This design comes from an exercise in tuning for small area and a short achievable clock period on the open sky130 flow, not from production work.
Where RTL was checked, it was by simulation tests only, not by an equivalence proof against the original.
Power figures rest on the tool's default switching activity, not on a simulated workload.

==> inputs of wip/sierra <==
Design filter, start of the top module:
module filter
  #(
    parameter WIDTH = 32,
    parameter MWIDTH = 1,
    parameter FLTLEN = 8,
    parameter ID = 123
    )
   (
    input wire                   clk,
    input wire                   rst_n,
    input wire [WIDTH-1:0]       in_data,
    input wire                   in_nd,
    input wire [MWIDTH-1:0]      in_m,
    input wire [32-1:0]  in_msg,
    input wire                   in_msg_nd,
    output wire [WIDTH-1:0]      out_data,
    output wire                  out_nd,
    output wire [MWIDTH-1:0]     out_m,
    output wire                  error
    );
==> module filter, before the edit <==
module filter
  #(
    parameter WIDTH = 32,
    parameter MWIDTH = 1,
    parameter FLTLEN = 8,
    parameter ID = 123
    )
   (
    input wire                   clk,
    input wire                   rst_n,
    input wire [WIDTH-1:0]       in_data,
    input wire                   in_nd,
    input wire [MWIDTH-1:0]      in_m,
    input wire [32-1:0]  in_msg,
    input wire                   in_msg_nd,
    output wire [WIDTH-1:0]      out_data,
    output wire                  out_nd,
    output wire [MWIDTH-1:0]     out_m,
    output wire                  error
    );
   integer j;
   reg [1:0] g;
   always @(posedge clk)
     if (!rst_n)
       g <= 2'd0;
     else
       g <= g + 2'd1;
   wire last = (g == 2'd3);
   reg [2:0]   which_pos;
   reg         setting_taps;
   reg         tap_set_error;
   assign error = tap_set_error;
   wire hdr    = in_msg[32-1];
   wire our_id = (in_msg[16:7] == ID);
   always @(posedge clk)
     if (!rst_n) begin
        setting_taps <= 1'b0;
        tap_set_error <= 1'b0;
     end else if (in_msg_nd) begin
        if (hdr) begin
           if (setting_taps)
             tap_set_error <= 1'b1;
           if (our_id) begin
              which_pos <= 3'd0;
              setting_taps <= 1'b1;
           end
        end else if (setting_taps) begin
           if (which_pos == 3'd7) begin
              which_pos <= 3'd0;
              setting_taps <= 1'b0;
           end else
             which_pos <= which_pos + 3'd1;
        end
     end
   reg [15:0]  tr [0:7];
   reg [7:0]   tv;
   wire [2:0]  wslot = which_pos - {g, 1'b0} - 3'd2;
   wire        twr = in_msg_nd & setting_taps;
   reg [15:0]  tr_d [0:7];
   reg [7:0]   tv_d;
   always @* begin
      for (j = 0; j < 8; j = j + 1) begin
         tr_d[j] = (twr && wslot == j) ? in_msg[15:0] : tr[(j+2)%8];
         tv_d[j] = rst_n & ((twr && wslot == j) | tv[(j+2)%8]);
      end
   end
   always @(posedge clk)
     for (j = 0; j < 8; j = j + 1)
       tr[j] <= tr_d[j];
   always @(posedge clk)
     tv <= tv_d;
   reg [31:0]  inbuf;
   reg         mbuf;
   reg         pending;
   always @(posedge clk)
     if (in_nd) begin
        inbuf <= in_data;
        mbuf <= in_m;
     end
   always @(posedge clk)
     if (!rst_n)
       pending <= 1'b0;
     else
       pending <= in_nd | (pending & ~last);
   reg ins, ins_n;
   wire ins_d = rst_n & (g == 2'd2) & (in_nd | pending);
   always @(posedge clk) begin
      ins <= ins_d;
      ins_n <= ~ins_d;
   end
   reg [31:0]  hr [0:7];
   reg [7:0]   hv;
   always @(posedge clk) begin
      hr[0] <= ins ? inbuf : hr[2];
      for (j = 1; j < 4; j = j + 1)
        hr[j] <= ins ? hr[j+1] : hr[j+2];
      for (j = 4; j < 8; j = j + 1)
        hr[j] <= !ins_n ? hr[(j+1)%8] : hr[(j+2)%8];
   end
   wire [7:0]  hv_d = !rst_n ? 8'd0 :
                      ins ? ({hv[0], hv[7:1]} | 8'd1) : {hv[1:0], hv[7:2]};
   always @(posedge clk)
     hv <= hv_d;
   reg [6:0]   q;
   always @(posedge clk)
     if (!rst_n)
       q <= 7'd0;
     else
       q <= {q[5:0], ins};
   assign out_nd = q[6];
   reg first_n;
   always @(posedge clk)
     first_n <= ~(rst_n & q[0]);
   reg mframe, mout;
   always @(posedge clk)
     if (last) begin
        mout <= mframe;
        if (pending)
          mframe <= mbuf;
     end
   assign out_m = mout;
   wire [15:0] ta_d = tr[2] & {16{tv[2] & hv_d[0]}};
   wire [15:0] tb_d = tr[3] & {16{tv[3] & hv_d[1]}};
   wire [23:0] da_d, db_d;
   recode rca (.y(ta_d), .d(da_d));
   recode rcb (.y(tb_d), .d(db_d));
   reg [23:0]  da, db, da_n, db_n;
   always @(posedge clk) begin
      da <= da_d;
      db <= db_d;
      da_n <= ~da_d;
      db_n <= ~db_d;
   end
   localparam K = 8;             
   localparam W = 14 - K;
   wire [15:0]  ra0, ra1, rb0, rb1, ia0, ia1, ib0, ib1;
   wire         rag, rbg, iag, ibg;
   wire [W-1:0] ral0, ral1, rbl0, rbl1, ial0, ial1, ibl0, ibl1;
   multiply mra (.x(hr[0][31:16]), .d(da), .z0(ra0), .z1(ra1), .zg(rag), .zl0(ral0), .zl1(ral1));
   multiply mrb (.x(hr[1][31:16]), .d(db), .z0(rb0), .z1(rb1), .zg(rbg), .zl0(rbl0), .zl1(rbl1));
   multiply mia (.x(hr[0][15:0]),  .d(~da_n), .z0(ia0), .z1(ia1), .zg(iag), .zl0(ial0), .zl1(ial1));
   multiply mib (.x(hr[1][15:0]),  .d(~db_n), .z0(ib0), .z1(ib1), .zg(ibg), .zl0(ibl0), .zl1(ibl1));
   reg [15:0]  pra0, pra1, prb0, prb1, pia0, pia1, pib0, pib1;
   reg         prag, prbg, piag, pibg;
   reg [W-1:0] pral0, pral1, prbl0, prbl1, pial0, pial1, pibl0, pibl1;
   always @(posedge clk) begin
      pra0 <= ra0; pra1 <= ra1; prag <= rag; pral0 <= ral0; pral1 <= ral1;
      prb0 <= rb0; prb1 <= rb1; prbg <= rbg; prbl0 <= rbl0; prbl1 <= rbl1;
      pia0 <= ia0; pia1 <= ia1; piag <= iag; pial0 <= ial0; pial1 <= ial1;
      pib0 <= ib0; pib1 <= ib1; pibg <= ibg; pibl0 <= ibl0; pibl1 <= ibl1;
   end
   wire [15:0] acc_re, acc_im;
   summult sre (.clk(clk), .first(q[1]),
                .a0(pra0), .a1(pra1), .ag(prag), .al0(pral0), .al1(pral1),
                .b0(prb0), .b1(prb1), .bg(prbg), .bl0(prbl0), .bl1(prbl1),
                .sum(acc_re));
   summult sim (.clk(clk), .first(~first_n),
                .a0(pia0), .a1(pia1), .ag(piag), .al0(pial0), .al1(pial1),
                .b0(pib0), .b1(pib1), .bg(pibg), .bl0(pibl0), .bl1(pibl1),
                .sum(acc_im));
   assign out_data = {acc_re, acc_im};
endmodule
==> flow/config.mk <==
export PLATFORM = sky130hd
export DESIGN_NAME = filter
export DESIGN_NICKNAME = filter
export VERILOG_FILES = /design/flow/design.v
export SDC_FILE = /design/flow/constraint.sdc
export NUM_CORES = 4
export LEC_CHECK = 0
export CAP_MARGIN = 20
export CORE_MARGIN = 2
export CORE_UTILIZATION = 40
export SLEW_MARGIN = 20
==> flow/constraint.sdc <==
create_clock -name core_clock -period 10.0 [get_ports {clk}]
set_input_delay 2.0000 -clock core_clock [delete_from_list [all_inputs] [get_ports {clk}]]
set_output_delay 2.0000 -clock core_clock [all_outputs]
set_load 0.01 [all_outputs]
standard.sh (not shown) runs the stock make flow with config.mk's settings and CLKGATE_MAP_FILE= SYNTH_SCRIPT=/design/flow/synth_recipe.tcl, a recipe that flattens the netlist after the stock synthesis.
==> flow/flow/run.sh <==
#!/bin/bash
# Standard layout, with timing repair aiming past the 10 ns constraint and
# regular buffers on the ports. Each tool's log stays under orfs/logs/.
set -euo pipefail
bash standard.sh SETUP_SLACK_MARGIN=6.8 "BUFFER_PORTS_ARGS=-buffer_cell sky130_fd_sc_hd__buf_2" finish > make_finish.log 2>&1
==> wip/lagoon: changes against wip/sierra <==
--- a/flow/design.v
+++ b/flow/design.v
@@ -602,21 +602,17 @@
        pending <= 1'b0;
      else
        pending <= in_nd | (pending & ~last);
-   reg ins, ins_n;
-   wire ins_d = rst_n & (g == 2'd2) & (in_nd | pending);
-   always @(posedge clk) begin
-      ins <= ins_d;
-      ins_n <= ~ins_d;
-   end
+   wire ins = pending & last;
    reg [31:0]  hr [0:7];
    reg [7:0]   hv;
-   always @(posedge clk) begin
-      hr[0] <= ins ? inbuf : hr[2];
-      for (j = 1; j < 4; j = j + 1)
-        hr[j] <= ins ? hr[j+1] : hr[j+2];
-      for (j = 4; j < 8; j = j + 1)
-        hr[j] <= !ins_n ? hr[(j+1)%8] : hr[(j+2)%8];
-   end
+   always @(posedge clk)
+     if (ins) begin
+        hr[0] <= inbuf;
+        for (j = 1; j < 8; j = j + 1)
+          hr[j] <= hr[(j+1)%8];
+     end else
+       for (j = 0; j < 8; j = j + 1)
+         hr[j] <= hr[(j+2)%8];
    wire [7:0]  hv_d = !rst_n ? 8'd0 :
                       ins ? ({hv[0], hv[7:1]} | 8'd1) : {hv[1:0], hv[7:2]};
    always @(posedge clk)
@@ -628,9 +624,6 @@
      else
        q <= {q[5:0], ins};
    assign out_nd = q[6];
-   reg first_n;
-   always @(posedge clk)
-     first_n <= ~(rst_n & q[0]);
    reg mframe, mout;
    always @(posedge clk)
      if (last) begin
@@ -644,12 +637,10 @@
    wire [23:0] da_d, db_d;
    recode rca (.y(ta_d), .d(da_d));
    recode rcb (.y(tb_d), .d(db_d));
-   reg [23:0]  da, db, da_n, db_n;
+   reg [23:0]  da, db;
    always @(posedge clk) begin
       da <= da_d;
       db <= db_d;
-      da_n <= ~da_d;
-      db_n <= ~db_d;
    end
    localparam K = 8;             
    localparam W = 14 - K;
@@ -658,8 +649,8 @@
    wire [W-1:0] ral0, ral1, rbl0, rbl1, ial0, ial1, ibl0, ibl1;
    multiply mra (.x(hr[0][31:16]), .d(da), .z0(ra0), .z1(ra1), .zg(rag), .zl0(ral0), .zl1(ral1));
    multiply mrb (.x(hr[1][31:16]), .d(db), .z0(rb0), .z1(rb1), .zg(rbg), .zl0(rbl0), .zl1(rbl1));
-   multiply mia (.x(hr[0][15:0]),  .d(~da_n), .z0(ia0), .z1(ia1), .zg(iag), .zl0(ial0), .zl1(ial1));
-   multiply mib (.x(hr[1][15:0]),  .d(~db_n), .z0(ib0), .z1(ib1), .zg(ibg), .zl0(ibl0), .zl1(ibl1));
+   multiply mia (.x(hr[0][15:0]),  .d(da), .z0(ia0), .z1(ia1), .zg(iag), .zl0(ial0), .zl1(ial1));
+   multiply mib (.x(hr[1][15:0]),  .d(db), .z0(ib0), .z1(ib1), .zg(ibg), .zl0(ibl0), .zl1(ibl1));
    reg [15:0]  pra0, pra1, prb0, prb1, pia0, pia1, pib0, pib1;
    reg         prag, prbg, piag, pibg;
    reg [W-1:0] pral0, pral1, prbl0, prbl1, pial0, pial1, pibl0, pibl1;
@@ -674,7 +665,7 @@
                 .a0(pra0), .a1(pra1), .ag(prag), .al0(pral0), .al1(pral1),
                 .b0(prb0), .b1(prb1), .bg(prbg), .bl0(prbl0), .bl1(prbl1),
                 .sum(acc_re));
-   summult sim (.clk(clk), .first(~first_n),
+   summult sim (.clk(clk), .first(q[1]),
                 .a0(pia0), .a1(pia1), .ag(piag), .al0(pial0), .al1(pial1),
                 .b0(pib0), .b1(pib1), .bg(pibg), .bl0(pibl0), .bl1(pibl1),
                 .sum(acc_im));
==> flow/flow/run.sh (replaced) <==
#!/bin/bash
# Standard layout, with timing repair aiming past the 10 ns constraint and
# regular buffers on the ports. Each tool's log stays under orfs/logs/.
set -euo pipefail
bash standard.sh SETUP_SLACK_MARGIN=0 "BUFFER_PORTS_ARGS=-buffer_cell sky130_fd_sc_hd__buf_2" finish > make_finish.log 2>&1
==> wip/umber: changes against wip/sierra <==
==> flow/flow/run.sh (replaced) <==
#!/bin/bash
# Standard layout, with timing repair aiming past the 10 ns constraint and
# regular buffers on the ports. Each tool's log stays under orfs/logs/.
set -euo pipefail
bash standard.sh SETUP_SLACK_MARGIN=7.0 "BUFFER_PORTS_ARGS=-buffer_cell sky130_fd_sc_hd__buf_2" finish > make_finish.log 2>&1
==> wip/garnet: changes against wip/sierra <==
--- a/flow/design.v
+++ b/flow/design.v
@@ -602,21 +602,17 @@
        pending <= 1'b0;
      else
        pending <= in_nd | (pending & ~last);
-   reg ins, ins_n;
-   wire ins_d = rst_n & (g == 2'd2) & (in_nd | pending);
-   always @(posedge clk) begin
-      ins <= ins_d;
-      ins_n <= ~ins_d;
-   end
+   wire ins = pending & last;
    reg [31:0]  hr [0:7];
    reg [7:0]   hv;
-   always @(posedge clk) begin
-      hr[0] <= ins ? inbuf : hr[2];
-      for (j = 1; j < 4; j = j + 1)
-        hr[j] <= ins ? hr[j+1] : hr[j+2];
-      for (j = 4; j < 8; j = j + 1)
-        hr[j] <= !ins_n ? hr[(j+1)%8] : hr[(j+2)%8];
-   end
+   always @(posedge clk)
+     if (ins) begin
+        hr[0] <= inbuf;
+        for (j = 1; j < 8; j = j + 1)
+          hr[j] <= hr[(j+1)%8];
+     end else
+       for (j = 0; j < 8; j = j + 1)
+         hr[j] <= hr[(j+2)%8];
    wire [7:0]  hv_d = !rst_n ? 8'd0 :
                       ins ? ({hv[0], hv[7:1]} | 8'd1) : {hv[1:0], hv[7:2]};
    always @(posedge clk)
@@ -628,9 +624,6 @@
      else
        q <= {q[5:0], ins};
    assign out_nd = q[6];
-   reg first_n;
-   always @(posedge clk)
-     first_n <= ~(rst_n & q[0]);
    reg mframe, mout;
    always @(posedge clk)
      if (last) begin
@@ -644,12 +637,10 @@
    wire [23:0] da_d, db_d;
    recode rca (.y(ta_d), .d(da_d));
    recode rcb (.y(tb_d), .d(db_d));
-   reg [23:0]  da, db, da_n, db_n;
+   reg [23:0]  da, db;
    always @(posedge clk) begin
       da <= da_d;
       db <= db_d;
-      da_n <= ~da_d;
-      db_n <= ~db_d;
    end
    localparam K = 8;             
    localparam W = 14 - K;
@@ -658,8 +649,8 @@
    wire [W-1:0] ral0, ral1, rbl0, rbl1, ial0, ial1, ibl0, ibl1;
    multiply mra (.x(hr[0][31:16]), .d(da), .z0(ra0), .z1(ra1), .zg(rag), .zl0(ral0), .zl1(ral1));
    multiply mrb (.x(hr[1][31:16]), .d(db), .z0(rb0), .z1(rb1), .zg(rbg), .zl0(rbl0), .zl1(rbl1));
-   multiply mia (.x(hr[0][15:0]),  .d(~da_n), .z0(ia0), .z1(ia1), .zg(iag), .zl0(ial0), .zl1(ial1));
-   multiply mib (.x(hr[1][15:0]),  .d(~db_n), .z0(ib0), .z1(ib1), .zg(ibg), .zl0(ibl0), .zl1(ibl1));
+   multiply mia (.x(hr[0][15:0]),  .d(da), .z0(ia0), .z1(ia1), .zg(iag), .zl0(ial0), .zl1(ial1));
+   multiply mib (.x(hr[1][15:0]),  .d(db), .z0(ib0), .z1(ib1), .zg(ibg), .zl0(ibl0), .zl1(ibl1));
    reg [15:0]  pra0, pra1, prb0, prb1, pia0, pia1, pib0, pib1;
    reg         prag, prbg, piag, pibg;
    reg [W-1:0] pral0, pral1, prbl0, prbl1, pial0, pial1, pibl0, pibl1;
@@ -674,7 +665,7 @@
                 .a0(pra0), .a1(pra1), .ag(prag), .al0(pral0), .al1(pral1),
                 .b0(prb0), .b1(prb1), .bg(prbg), .bl0(prbl0), .bl1(prbl1),
                 .sum(acc_re));
-   summult sim (.clk(clk), .first(~first_n),
+   summult sim (.clk(clk), .first(q[1]),
                 .a0(pia0), .a1(pia1), .ag(piag), .al0(pial0), .al1(pial1),
                 .b0(pib0), .b1(pib1), .bg(pibg), .bl0(pibl0), .bl1(pibl1),
                 .sum(acc_im));
==> flow/flow/run.sh (replaced) <==
#!/bin/bash
# Standard layout, with timing repair aiming past the 10 ns constraint and
# regular buffers on the ports. Each tool's log stays under orfs/logs/.
set -euo pipefail
bash standard.sh SETUP_SLACK_MARGIN=6.5 "BUFFER_PORTS_ARGS=-buffer_cell sky130_fd_sc_hd__buf_2" finish > make_finish.log 2>&1
- CTS_BUF_LIST: not set -> sky130_fd_sc_hd__clkbuf_2 sky130_fd_sc_hd__clkbuf_4 sky130_fd_sc_hd__clkbuf_8
==> run summary <==
item	wip/sierra	wip/garnet	wip/lagoon	wip/umber
Run status	no timing/DRC/antenna violations	no timing/DRC/antenna violations	no timing/DRC/antenna violations	no timing/DRC/antenna violations
Total routing resource utilization after global routing	18.46%	19.92%	19.82%	19.68%
GRT met1 Usage	25.51%	27.58%	27.64%	26.86%
Diode count	1	3	1	3
Unrepaired setup endpoints after global routing	true	true	false	true
Adder-Cell Fraction of Synth Area	24.02%	24.36%	24.36%	24.02%
Max H-tree Level	3	4	3	3
WL per Instance	18.91 microns	18.41 microns	18.64 microns	19.45 microns
Clock network share of area	5.862%	5.697%	6.188%	5.597%
First-pass GRT wire length	177.0 mm	184.6 mm	184.0 mm	187.4 mm
Switching share of power	30.05%	29.74%	28.61%	30.55%
Via-to-Cell Ratio	5.123	5.051	5.102	5.148
Netlist area before placement	46960 sq um	46150 sq um	46150 sq um	46960 sq um
Detailed-routed wire length on met2	52.48 mm	50.50 mm	50.85 mm	54.99 mm
Via count of the first global-routing pass	31274	32337	31857	32672
Non-clock buffer share of cell area	4.516%	2.414%	2.101%	7.147%
Period utilisation layout	32.19%	34.49%	38.35%	33.10%
Post-layout instance area	54830 sq um	50840 sq um	50850 sq um	57550 sq um
Transition time of the tightest slew-check pin	1.035 ns	1.007 ns	1.068 ns	1.002 ns
Number of cells on the worst hold path	0	2	2	0
Function not checked in wip/sierra and wip/umber: the RTL went through the layout flow alone.

[afterwards: timing with drivers on the ports]
The flow's constraints put no driver on any port. The routed layouts listed below were extracted and timed again, unchanged, in two steps.
Step 1 assumes that a clkbuf_16 drives the clock port and a buf_2 every other input.
Step 2 moves the port delays by t, midway between the first and last clock arrival at a register: inputs arrive t later, outputs are due t later. That takes back most of the time a late clock gives input paths.
Three values: no drivers, after step 1, after step 2; two values: the first two.
| run | t, ns | setup WS [ns] | hold slack, ns | slew at the worst register clock pin (ns) | worst slew at a driven data input, ns |
|---|---|---|---|---|---|
| wip/sierra | 0.734 | 6.781 / 6.759 / 6.255 | 0.421 / 0.421 / 0.421 | 0.07 / 0.07 | 0.06 |
| wip/lagoon | 0.742 | 6.165 / 6.165 / 6.165 | 0.377 / 0.377 / 0.377 | 0.06 / 0.06 | 0.07 |
| wip/umber | 0.749 | 6.690 / 6.690 / 6.370 | 0.419 / 0.419 / 0.419 | 0.07 / 0.07 | 0.06 |
| wip/garnet | 0.903 | 6.551 / 6.549 / 6.337 | 0.398 / 0.398 / 0.398 | 0.07 / 0.07 | 0.06 |
After both steps every run listed still meets setup and hold. For wip/sierra, which loses most, drivers alone change the setup slack by -0.022 ns; drivers and shift together by -0.526 ns.
